From an optimization exercise on the open Yosys and OpenROAD flow, aimed at small area, a short achievable clock period and few clock cycles; shortcuts taken in it are not production practice. Where RTL was checked, it was by simulation tests only, not by an equivalence proof against the original. Power figures rest on the tool's default switching activity, not on a simulated workload.

==> run a <==
==> flow/design.v (excerpt) <==
module cordic_core (
    input  wire         clk,
    input  wire         rst,
    input  wire         bus_write,
    input  wire         bus_read,
    input  wire [5:0]   addr,
    input  wire [31:0]  wdata,
    output reg  [31:0]  rdata,
    output reg          done
);
clock: 10.0 ns
lec_check: 0
abc_area: 1
cap_margin: 20
core_margin: 2
core_utilization: 40
setup_slack_margin: 5.0
slew_margin: 20
run.sh (not shown) runs the stock make flow with config.mk's settings and CLKGATE_MAP_FILE= SYNTH_SCRIPT=/design/flow/synth_recipe.tcl, a recipe that flattens the netlist after the stock synthesis.
==> run b: changes against run a <==
--- a/flow/design.v
+++ b/flow/design.v
@@ -4,17 +4,17 @@
     input  wire         bus_write,
     input  wire         bus_read,
     input  wire [5:0]   addr,
     input  wire [31:0]  wdata,
     output reg  [31:0]  rdata,
     output reg          done
 );
     wire d0 = ~wdata[31];
-    wire d1 = d0 ? ($signed(wdata) >= 32'sd536870912) : ($signed(wdata) >= -32'sd536870912);
+    wire d1 = d0 ? (wdata[30] | wdata[29]) : (wdata[30] & wdata[29]);
     wire [31:0] pm = ({d1, d0} == 2'd0) ? 32'd3441162979 : ({d1, d0} == 2'd1) ? 32'd219937507 : ({d1, d0} == 2'd2) ? 32'd4075029789 : 32'd853804317;
     wire [15:0] xm = ({d1, d0} == 2'd0) ? 16'h26d9 : ({d1, d0} == 2'd1) ? 16'h748b : ({d1, d0} == 2'd2) ? 16'h748b : 16'h26d9;
     wire [15:0] ym = ({d1, d0} == 2'd0) ? 16'h8b75 : ({d1, d0} == 2'd1) ? 16'h26d9 : ({d1, d0} == 2'd2) ? 16'hd927 : 16'h748b;
     wire [31:0] zm = wdata - pm;                 
     wire d2 = ~zm[31];
     wire [31:0] kp = ({d1, d0} == 2'd0) ? 32'd686345410 : ({d1, d0} == 2'd1) ? 32'd3907570882 : ({d1, d0} == 2'd2) ? 32'd52478600 : 32'd3273704072;
     wire [31:0] kn = ({d1, d0} == 2'd0) ? 32'd1021263224 : ({d1, d0} == 2'd1) ? 32'd4242488696 : ({d1, d0} == 2'd2) ? 32'd387396414 : 32'd3608621886;
     wire [31:0] zmp = wdata + kp, zmn = wdata + kn;
@@ -153,78 +153,78 @@
         endcase
     end
     wire [31:0] zn = zr - zp;
     wire [31:0] zsp = zr + zkp, zsn = zr + zkn;
     wire en1 = ~zn[31] ? ~zsp[31] : ~zsn[31];
     reg [15:0] sx0;
     always @(*) begin
         sx0 = 16'd0;
-        if (cnt[0]) sx0 = sx0 | ($unsigned($signed(xr) >>> 2));
-        if (cnt[1]) sx0 = sx0 | ($unsigned($signed(xr) >>> 4));
-        if (cnt[2]) sx0 = sx0 | ($unsigned($signed(xr) >>> 6));
-        if (cnt[3]) sx0 = sx0 | ($unsigned($signed(xr) >>> 8));
-        if (cnt[4]) sx0 = sx0 | ($unsigned($signed(xr) >>> 10));
-        if (cnt[5]) sx0 = sx0 | ($unsigned($signed(xr) >>> 12));
-        if (cnt[6]) sx0 = sx0 | ($unsigned($signed(xr) >>> 14));
+        if (cnt[0]) sx0 = sx0 | ({{2{xr[15]}}, xr[15:2]});
+        if (cnt[1]) sx0 = sx0 | ({{4{xr[15]}}, xr[15:4]});
+        if (cnt[2]) sx0 = sx0 | ({{6{xr[15]}}, xr[15:6]});
+        if (cnt[3]) sx0 = sx0 | ({{8{xr[15]}}, xr[15:8]});
+        if (cnt[4]) sx0 = sx0 | ({{10{xr[15]}}, xr[15:10]});
+        if (cnt[5]) sx0 = sx0 | ({{12{xr[15]}}, xr[15:12]});
+        if (cnt[6]) sx0 = sx0 | ({{14{xr[15]}}, xr[15:14]});
     end
     reg [15:0] sy0;
     always @(*) begin
         sy0 = 16'd0;
-        if (cnt[0]) sy0 = sy0 | ($unsigned($signed(yr) >>> 2));
-        if (cnt[1]) sy0 = sy0 | ($unsigned($signed(yr) >>> 4));
-        if (cnt[2]) sy0 = sy0 | ($unsigned($signed(yr) >>> 6));
-        if (cnt[3]) sy0 = sy0 | ($unsigned($signed(yr) >>> 8));
-        if (cnt[4]) sy0 = sy0 | ($unsigned($signed(yr) >>> 10));
-        if (cnt[5]) sy0 = sy0 | ($unsigned($signed(yr) >>> 12));
-        if (cnt[6]) sy0 = sy0 | ($unsigned($signed(yr) >>> 14));
+        if (cnt[0]) sy0 = sy0 | ({{2{yr[15]}}, yr[15:2]});
+        if (cnt[1]) sy0 = sy0 | ({{4{yr[15]}}, yr[15:4]});
+        if (cnt[2]) sy0 = sy0 | ({{6{yr[15]}}, yr[15:6]});
+        if (cnt[3]) sy0 = sy0 | ({{8{yr[15]}}, yr[15:8]});
+        if (cnt[4]) sy0 = sy0 | ({{10{yr[15]}}, yr[15:10]});
+        if (cnt[5]) sy0 = sy0 | ({{12{yr[15]}}, yr[15:12]});
+        if (cnt[6]) sy0 = sy0 | ({{14{yr[15]}}, yr[15:14]});
     end
     reg [15:0] sx1;
     always @(*) begin
         sx1 = 16'd0;
-        if (cnt[0]) sx1 = sx1 | ($unsigned($signed(xr) >>> 3));
-        if (cnt[1]) sx1 = sx1 | ($unsigned($signed(xr) >>> 5));
-        if (cnt[2]) sx1 = sx1 | ($unsigned($signed(xr) >>> 7));
-        if (cnt[3]) sx1 = sx1 | ($unsigned($signed(xr) >>> 9));
-        if (cnt[4]) sx1 = sx1 | ($unsigned($signed(xr) >>> 11));
-        if (cnt[5]) sx1 = sx1 | ($unsigned($signed(xr) >>> 13));
-        if (cnt[6]) sx1 = sx1 | ($unsigned($signed(xr) >>> 15));
+        if (cnt[0]) sx1 = sx1 | ({{3{xr[15]}}, xr[15:3]});
+        if (cnt[1]) sx1 = sx1 | ({{5{xr[15]}}, xr[15:5]});
+        if (cnt[2]) sx1 = sx1 | ({{7{xr[15]}}, xr[15:7]});
+        if (cnt[3]) sx1 = sx1 | ({{9{xr[15]}}, xr[15:9]});
+        if (cnt[4]) sx1 = sx1 | ({{11{xr[15]}}, xr[15:11]});
+        if (cnt[5]) sx1 = sx1 | ({{13{xr[15]}}, xr[15:13]});
+        if (cnt[6]) sx1 = sx1 | ({{15{xr[15]}}, xr[15:15]});
     end
     reg [15:0] sy1;
     always @(*) begin
         sy1 = 16'd0;
-        if (cnt[0]) sy1 = sy1 | ($unsigned($signed(yr) >>> 3));
-        if (cnt[1]) sy1 = sy1 | ($unsigned($signed(yr) >>> 5));
-        if (cnt[2]) sy1 = sy1 | ($unsigned($signed(yr) >>> 7));
-        if (cnt[3]) sy1 = sy1 | ($unsigned($signed(yr) >>> 9));
-        if (cnt[4]) sy1 = sy1 | ($unsigned($signed(yr) >>> 11));
-        if (cnt[5]) sy1 = sy1 | ($unsigned($signed(yr) >>> 13));
-        if (cnt[6]) sy1 = sy1 | ($unsigned($signed(yr) >>> 15));
+        if (cnt[0]) sy1 = sy1 | ({{3{yr[15]}}, yr[15:3]});
+        if (cnt[1]) sy1 = sy1 | ({{5{yr[15]}}, yr[15:5]});
+        if (cnt[2]) sy1 = sy1 | ({{7{yr[15]}}, yr[15:7]});
+        if (cnt[3]) sy1 = sy1 | ({{9{yr[15]}}, yr[15:9]});
+        if (cnt[4]) sy1 = sy1 | ({{11{yr[15]}}, yr[15:11]});
+        if (cnt[5]) sy1 = sy1 | ({{13{yr[15]}}, yr[15:13]});
+        if (cnt[6]) sy1 = sy1 | ({{15{yr[15]}}, yr[15:15]});
     end
     reg [15:0] sx2;
     always @(*) begin
         sx2 = 16'd0;
-        if (cnt[0]) sx2 = sx2 | ($unsigned($signed(xr) >>> 5));
-        if (cnt[1]) sx2 = sx2 | ($unsigned($signed(xr) >>> 9));
-        if (cnt[2]) sx2 = sx2 | ($unsigned($signed(xr) >>> 13));
-        if (cnt[3]) sx2 = sx2 | ($unsigned($signed(xr) >>> 15));
-        if (cnt[4]) sx2 = sx2 | ($unsigned($signed(xr) >>> 15));
-        if (cnt[5]) sx2 = sx2 | ($unsigned($signed(xr) >>> 15));
-        if (cnt[6]) sx2 = sx2 | ($unsigned($signed(xr) >>> 15));
+        if (cnt[0]) sx2 = sx2 | ({{5{xr[15]}}, xr[15:5]});
+        if (cnt[1]) sx2 = sx2 | ({{9{xr[15]}}, xr[15:9]});
+        if (cnt[2]) sx2 = sx2 | ({{13{xr[15]}}, xr[15:13]});
+        if (cnt[3]) sx2 = sx2 | ({{15{xr[15]}}, xr[15:15]});
+        if (cnt[4]) sx2 = sx2 | ({{15{xr[15]}}, xr[15:15]});
+        if (cnt[5]) sx2 = sx2 | ({{15{xr[15]}}, xr[15:15]});
+        if (cnt[6]) sx2 = sx2 | ({{15{xr[15]}}, xr[15:15]});
     end
     reg [15:0] sy2;
     always @(*) begin
         sy2 = 16'd0;
-        if (cnt[0]) sy2 = sy2 | ($unsigned($signed(yr) >>> 5));
-        if (cnt[1]) sy2 = sy2 | ($unsigned($signed(yr) >>> 9));
-        if (cnt[2]) sy2 = sy2 | ($unsigned($signed(yr) >>> 13));
-        if (cnt[3]) sy2 = sy2 | ($unsigned($signed(yr) >>> 15));
-        if (cnt[4]) sy2 = sy2 | ($unsigned($signed(yr) >>> 15));
-        if (cnt[5]) sy2 = sy2 | ($unsigned($signed(yr) >>> 15));
-        if (cnt[6]) sy2 = sy2 | ($unsigned($signed(yr) >>> 15));
+        if (cnt[0]) sy2 = sy2 | ({{5{yr[15]}}, yr[15:5]});
+        if (cnt[1]) sy2 = sy2 | ({{9{yr[15]}}, yr[15:9]});
+        if (cnt[2]) sy2 = sy2 | ({{13{yr[15]}}, yr[15:13]});
+        if (cnt[3]) sy2 = sy2 | ({{15{yr[15]}}, yr[15:15]});
+        if (cnt[4]) sy2 = sy2 | ({{15{yr[15]}}, yr[15:15]});
+        if (cnt[5]) sy2 = sy2 | ({{15{yr[15]}}, yr[15:15]});
+        if (cnt[6]) sy2 = sy2 | ({{15{yr[15]}}, yr[15:15]});
     end
     reg [15:0] lm;
     always @(*) begin
         lm = 16'd0;
         if (cnt[0]) lm = lm | (16'h0007);
         if (cnt[1]) lm = lm | (16'h001f);
         if (cnt[2]) lm = lm | (16'h007f);
         if (cnt[3]) lm = lm | (16'h01ff);
- CORE_UTILIZATION: 40 -> 50
- TNS_END_PERCENT: default -> 10
==> qor summary <==
Metal-1 WL: run b 26.3 mm; run a 28.8 mm
Clock Power Share: run b 15.5%; run a 13.9%
Shortest clock period the worst path allows after layout: run b 5140 ps; run a 5360 ps
Layout cell share with drive strength beyond 1: run b 11.9%; run a 17.0%
Total Routed Length: run b 71.0 mm; run a 75.2 mm
Capturing point of the worst reg2reg path: run b xr[14]$_DFFE_PP_; run a zr[26]$_DFFE_PP_
Share of final layout cell area taken by non-clock buffers: run b 8.64%; run a 10.4%
Area fraction in and, or, nand and nor cells after synthesis: run b 25.9%; run a 26.7%
Kind of critical path: run b in2out; run a in2reg
Post-synthesis compound-gate area fraction: run b 22.8%; run a 21.4%
Clock net power: run b 0.000414 W; run a 0.000372 W
Status: run b finished clean; run a finished clean
Part of the power in registers: run b 15.2%; run a 15.4%
Sequential share of cell area: run b 10.9%; run a 10.4%
Max incr delay on CP: run b 270 ps; run a 340 ps
Highest achievable clock rate: run b 195 MHz; run a 187 MHz
Reg-to-reg setup timing slack: run b 5060 ps; run a 5010 ps
Vias: run b 19400; run a 19200
Met1 track demand over resource in global routing: run b 46.5%; run a 39.0%
Detailed placement HPWL: run b 52.7 mm; run a 55.8 mm
Cells after synthesis: run b 2615; run a 2612
Register area share after synthesis: run b 12.8%; run a 12.8%
Kind of end point of the critical path: run b output port; run a register
Xor/xnor cell area share of the yosys netlist: run b 5.40%; run a 5.87%
Sequential cell power: run b 0.000407 W; run a 0.000412 W
Filler cells: run b 3128; run a 4140
Arithmetic-cell share of the synthesized area counting full adders, half adders and majority gates: run b 21.9%; run a 22.0%
Testbench counts of run b, summed over its fixed seeds: cycles 64,000.
Function not checked in run a: the RTL went through the layout flow alone.

* * *

==> job 813 <==
Another version of the RTL of cordic_core (not shown whole).
// cordic_core
module cordic_core (
    input  wire         clk,
    input  wire         rst,
    input  wire         bus_write,
    input  wire         bus_read,
    input  wire [5:0]   addr,
    input  wire [31:0]  wdata,
    output reg  [31:0]  rdata,
    output reg          done
);
    wire d0 = ~wdata[31];
    wire d1 = d0 ? ($signed(wdata) >= 32'sd536870912) : ($signed(wdata) >= -32'sd536870912);
    wire [31:0] pm = ({d1, d0} == 2'd0) ? 32'd3441162979 : ({d1, d0} == 2'd1) ? 32'd219937507 : ({d1, d0} == 2'd2) ? 32'd4075029789 : 32'd853804317;
    wire [15:0] xm = ({d1, d0} == 2'd0) ? 16'h26d9 : ({d1, d0} == 2'd1) ? 16'h748b : ({d1, d0} == 2'd2) ? 16'h748b : 16'h26d9;
    wire [15:0] ym = ({d1, d0} == 2'd0) ? 16'h8b75 : ({d1, d0} == 2'd1) ? 16'h26d9 : ({d1, d0} == 2'd2) ? 16'hd927 : 16'h748b;
    wire [31:0] zm = wdata - pm;
    reg [15:0] xr, yr;
    reg [31:0] zr;
    reg [3:0]  cnt;       
    reg        busy;
    wire dc = ~zr[31];
    wire [15:0] xs = $signed(xr) >>> cnt;
    wire [15:0] ys = $signed(yr) >>> cnt;
    reg [31:0] at;
    always @(*) begin
        case (cnt)
            4'd2: at = 32'd167458907;
            4'd3: at = 32'd85004756;
            4'd4: at = 32'd42667331;
            4'd5: at = 32'd21354465;
            4'd6: at = 32'd10679838;
            4'd7: at = 32'd5340245;
            4'd8: at = 32'd2670163;
            4'd9: at = 32'd1335086;
            4'd10: at = 32'd667544;
            4'd11: at = 32'd333772;
            4'd12: at = 32'd166886;
            4'd13: at = 32'd83443;
            4'd14: at = 32'd41721;
            default: at = 32'd0;
        endcase
    end
    wire [16:0] xn_t = {xr, 1'b1} + {ys ^ {16{dc}}, dc};
    wire [15:0] xn = xn_t[16:1];
    wire [16:0] yn_t = {yr, 1'b1} + {xs ^ {16{~dc}}, ~dc};
    wire [15:0] yn = yn_t[16:1];
    wire [32:0] zn_t = {zr, 1'b1} + {at ^ {32{dc}}, dc};
    wire [31:0] zn = zn_t[32:1];
    wire start = bus_write && (addr == 6'h04);
    always @(posedge clk) begin
        if (start) begin
            xr <= xm; yr <= ym; zr <= zm; cnt <= 4'd2;
        end else if (busy) begin
            xr <= xn; yr <= yn; zr <= zn; cnt <= cnt + 4'd1;
        end
    end
    always @(posedge clk) begin
        if (rst) begin
            busy <= 1'b0; done <= 1'b0;
        end else if (start) begin
  ...
==> module cordic_core, before the edit <==
module cordic_core (
    input  wire         clk,
    input  wire         rst,
    input  wire         bus_write,
    input  wire         bus_read,
    input  wire [5:0]   addr,
    input  wire [31:0]  wdata,
    output reg  [31:0]  rdata,
    output reg          done
);
    wire d0 = ~wdata[31];
    wire d1 = d0 ? ($signed(wdata) >= 32'sd536870912) : ($signed(wdata) >= -32'sd536870912);
    wire [31:0] pm = ({d1, d0} == 2'd0) ? 32'd3441162979 : ({d1, d0} == 2'd1) ? 32'd219937507 : ({d1, d0} == 2'd2) ? 32'd4075029789 : 32'd853804317;
    wire [15:0] xm = ({d1, d0} == 2'd0) ? 16'h26d9 : ({d1, d0} == 2'd1) ? 16'h748b : ({d1, d0} == 2'd2) ? 16'h748b : 16'h26d9;
    wire [15:0] ym = ({d1, d0} == 2'd0) ? 16'h8b75 : ({d1, d0} == 2'd1) ? 16'h26d9 : ({d1, d0} == 2'd2) ? 16'hd927 : 16'h748b;
    wire [31:0] zm = wdata - pm;
    reg [15:0] xr, yr;
    reg [31:0] zr;
    reg [3:0]  cnt;       
    reg        busy;
    wire dc = ~zr[31];
    wire [15:0] xs = $signed(xr) >>> cnt;
    wire [15:0] ys = $signed(yr) >>> cnt;
    reg [31:0] at;
    always @(*) begin
        case (cnt)
            4'd2: at = 32'd167458907;
            4'd3: at = 32'd85004756;
            4'd4: at = 32'd42667331;
            4'd5: at = 32'd21354465;
            4'd6: at = 32'd10679838;
            4'd7: at = 32'd5340245;
            4'd8: at = 32'd2670163;
            4'd9: at = 32'd1335086;
            4'd10: at = 32'd667544;
            4'd11: at = 32'd333772;
            4'd12: at = 32'd166886;
            4'd13: at = 32'd83443;
            4'd14: at = 32'd41721;
            default: at = 32'd0;
        endcase
    end
    wire [16:0] xn_t = {xr, 1'b1} + {ys ^ {16{dc}}, dc};
    wire [15:0] xn = xn_t[16:1];
    wire [16:0] yn_t = {yr, 1'b1} + {xs ^ {16{~dc}}, ~dc};
    wire [15:0] yn = yn_t[16:1];
    wire [32:0] zn_t = {zr, 1'b1} + {at ^ {32{dc}}, dc};
    wire [31:0] zn = zn_t[32:1];
    wire start = bus_write && (addr == 6'h04);
    always @(posedge clk) begin
        if (start) begin
            xr <= xm; yr <= ym; zr <= zm; cnt <= 4'd2;
        end else if (busy) begin
            xr <= xn; yr <= yn; zr <= zn; cnt <= cnt + 4'd1;
        end
    end
    always @(posedge clk) begin
        if (rst) begin
            busy <= 1'b0; done <= 1'b0;
        end else if (start) begin
            busy <= 1'b1; done <= 1'b0;
        end else if (busy) begin
            if (cnt == 4'd14) begin busy <= 1'b0; done <= 1'b1; end
        end else begin
            done <= done & bus_write;
        end
    end
    wire d15 = ~zr[31];
    wire [15:0] xs15 = {16{xr[15]}};    
    wire [15:0] ys15 = {16{yr[15]}};
    wire [16:0] xf_t = {xr, 1'b1} + {ys15 ^ {16{d15}}, d15};
    wire [15:0] xf = xf_t[16:1];
    wire [16:0] yf_t = {yr, 1'b1} + {xs15 ^ {16{~d15}}, ~d15};
    wire [15:0] yf = yf_t[16:1];
    always @(*) begin
        case (addr)
            6'h00:   rdata = {31'b0, done};
            6'h08:   rdata = {{16{xf[15]}}, xf};
            6'h0C:   rdata = {{16{yf[15]}}, yf};
            default: rdata = 32'b0;
        endcase
    end
endmodule
clock: 10.0 ns
lec_check: 0
cap_margin: 20
core_margin: 2
core_utilization: 40
setup_slack_margin: 5.0
slew_margin: 20
==> job 4946 (differences from job 813) <==
- SETUP_SLACK_MARGIN: 5.0 -> 4.0
==> job 4972 (differences from job 813) <==
==> flow/design.v (replaced) <==
module cordic_core (
    input  wire         clk,
    input  wire         rst,
    input  wire         bus_write,
    input  wire         bus_read,
    input  wire [5:0]   addr,
    input  wire [31:0]  wdata,
    output reg  [31:0]  rdata,
    output reg          done
);
    parameter WIDTH = 16;       
    parameter ITER  = 16;       
    reg signed [WIDTH-1:0] x, y;
    reg signed [31:0]       z;
    reg [4:0]               iter_cnt;
    reg                     busy;
    reg [31:0] atan_val;
    always @(*) begin
        case (iter_cnt[3:0])
            4'd0:  atan_val = 32'b00100000000000000000000000000000;
            4'd1:  atan_val = 32'b00010010111001000000010100011101;
            4'd2:  atan_val = 32'b00001001111110110011100001011011;
            4'd3:  atan_val = 32'b00000101000100010001000111010100;
            4'd4:  atan_val = 32'b00000010100010110000110101000011;
            4'd5:  atan_val = 32'b00000001010001011101011111100001;
            4'd6:  atan_val = 32'b00000000101000101111011000011110;
            4'd7:  atan_val = 32'b00000000010100010111110001010101;
            4'd8:  atan_val = 32'b00000000001010001011111001010011;
            4'd9:  atan_val = 32'b00000000000101000101111100101110;
            4'd10: atan_val = 32'b00000000000010100010111110011000;
            4'd11: atan_val = 32'b00000000000001010001011111001100;
            4'd12: atan_val = 32'b00000000000000101000101111100110;
            4'd13: atan_val = 32'b00000000000000010100010111110011;
            4'd14: atan_val = 32'b00000000000000001010001011111001;
            default: atan_val = 32'b00000000000000000101000101111100;
        endcase
    end
    localparam ADDR_CTRL  = 6'h00;
    localparam ADDR_ANGLE = 6'h04;
    localparam ADDR_COS   = 6'h08;
    localparam ADDR_SIN   = 6'h0C;
    always @(posedge clk) begin
        if (rst) begin
            busy     <= 0;
            done     <= 0;
            iter_cnt <= 0;
            x        <= 0;
            y        <= 0;
            z        <= 0;
        end else begin
            if (done && !bus_write) begin
                done <= 0;
            end
            if (bus_write && addr == ADDR_ANGLE) begin
                z        <= wdata;
                x        <= 16'd19890;  
                y        <= 0;
                iter_cnt <= 0;
                busy     <= 1;
                done     <= 0;
            end 
            else if (busy) begin
                if (z[31] == 0) begin
                    x <= x - (y >>> iter_cnt);
                    y <= y + (x >>> iter_cnt);
                    z <= z - atan_val;
                end else begin
                    x <= x + (y >>> iter_cnt);
                    y <= y - (x >>> iter_cnt);
                    z <= z + atan_val;
                end
                if (iter_cnt == ITER-1) begin
                    busy     <= 0;
                    done     <= 1;
                    iter_cnt <= 0;
                end else begin
                    iter_cnt <= iter_cnt + 1;
                end
            end
        end
    end
    always @(*) begin
        case(addr)
            ADDR_CTRL:  rdata = {31'b0, done};
            ADDR_COS:   rdata = {{16{x[WIDTH-1]}}, x};  
            ADDR_SIN:   rdata = {{16{y[WIDTH-1]}}, y};  
            default:    rdata = 32'b0;
        endcase
    end
endmodule
- SETUP_SLACK_MARGIN: 5.0 -> default
==> notes <==
The lowest routed wire length belongs to job 4972, the highest to job 813. Against job 4946, the setup slack of job 813 is higher by 16 ps. First-iteration DRC count, highest first: job 813, job 4972, job 4946. Between job 4946 and job 4972, the lower area after synthesis is in job 4972 (gap about 20%, measured against job 4972). Clock power: job 813 > job 4972 > job 4946. Sequential share of layout area: job 4946 > job 4972 > job 813.
Testbench counts of job 4972, summed over its fixed seeds: cycles 136,000.
For job 813 and job 4946, only the layout was checked, not whether the RTL still works.

## separate check: timing with driven ports
Ports are ideal in the flow. The routed layouts listed here were re-timed in OpenROAD. Step 1: set_driving_cell puts a clkbuf_16 on clk and a buf_2 on each other input, an assumption about the parent block. Step 2 moves the port delays by t, midway between the first and last clock arrival at a register: inputs arrive t later, outputs are due t later. That takes back most of the time a late clock gives input paths. Slacks: ideal ports / drivers / drivers and shift; pairs: ideal ports / drivers.
run | t, ns | setup slack, ns | worst hold slack (ns) | worst setup path at the end | latest minus earliest clock arrival (ns)
run a | 0.451 | 4.638 / 4.650 / 4.199 | 0.523 / 0.523 / 0.523 | input to register | 0.012 / 0.013
run b | 0.429 | 4.865 / 4.832 / 4.522 | 0.564 / 0.564 / 0.564 | input to register | 0.010 / 0.010
job 813 | 0.413 | 4.078 / 4.029 / 4.367 | 0.644 / 0.644 / 0.644 | input to register | 0.014 / 0.015
job 4946 | 0.407 | 4.062 / 4.025 / 3.801 | 0.589 / 0.589 / 0.589 | input to register | 0.011 / 0.012
job 4972 | 0.411 | 2.971 / 2.948 / 2.948 | 0.503 / 0.503 / 0.503 | input to output | 0.007 / 0.007
After both steps every run listed still meets setup and hold. The setup slack of run a, which loses most, moves by +0.012 ns with the drivers and by -0.439 ns with both steps.
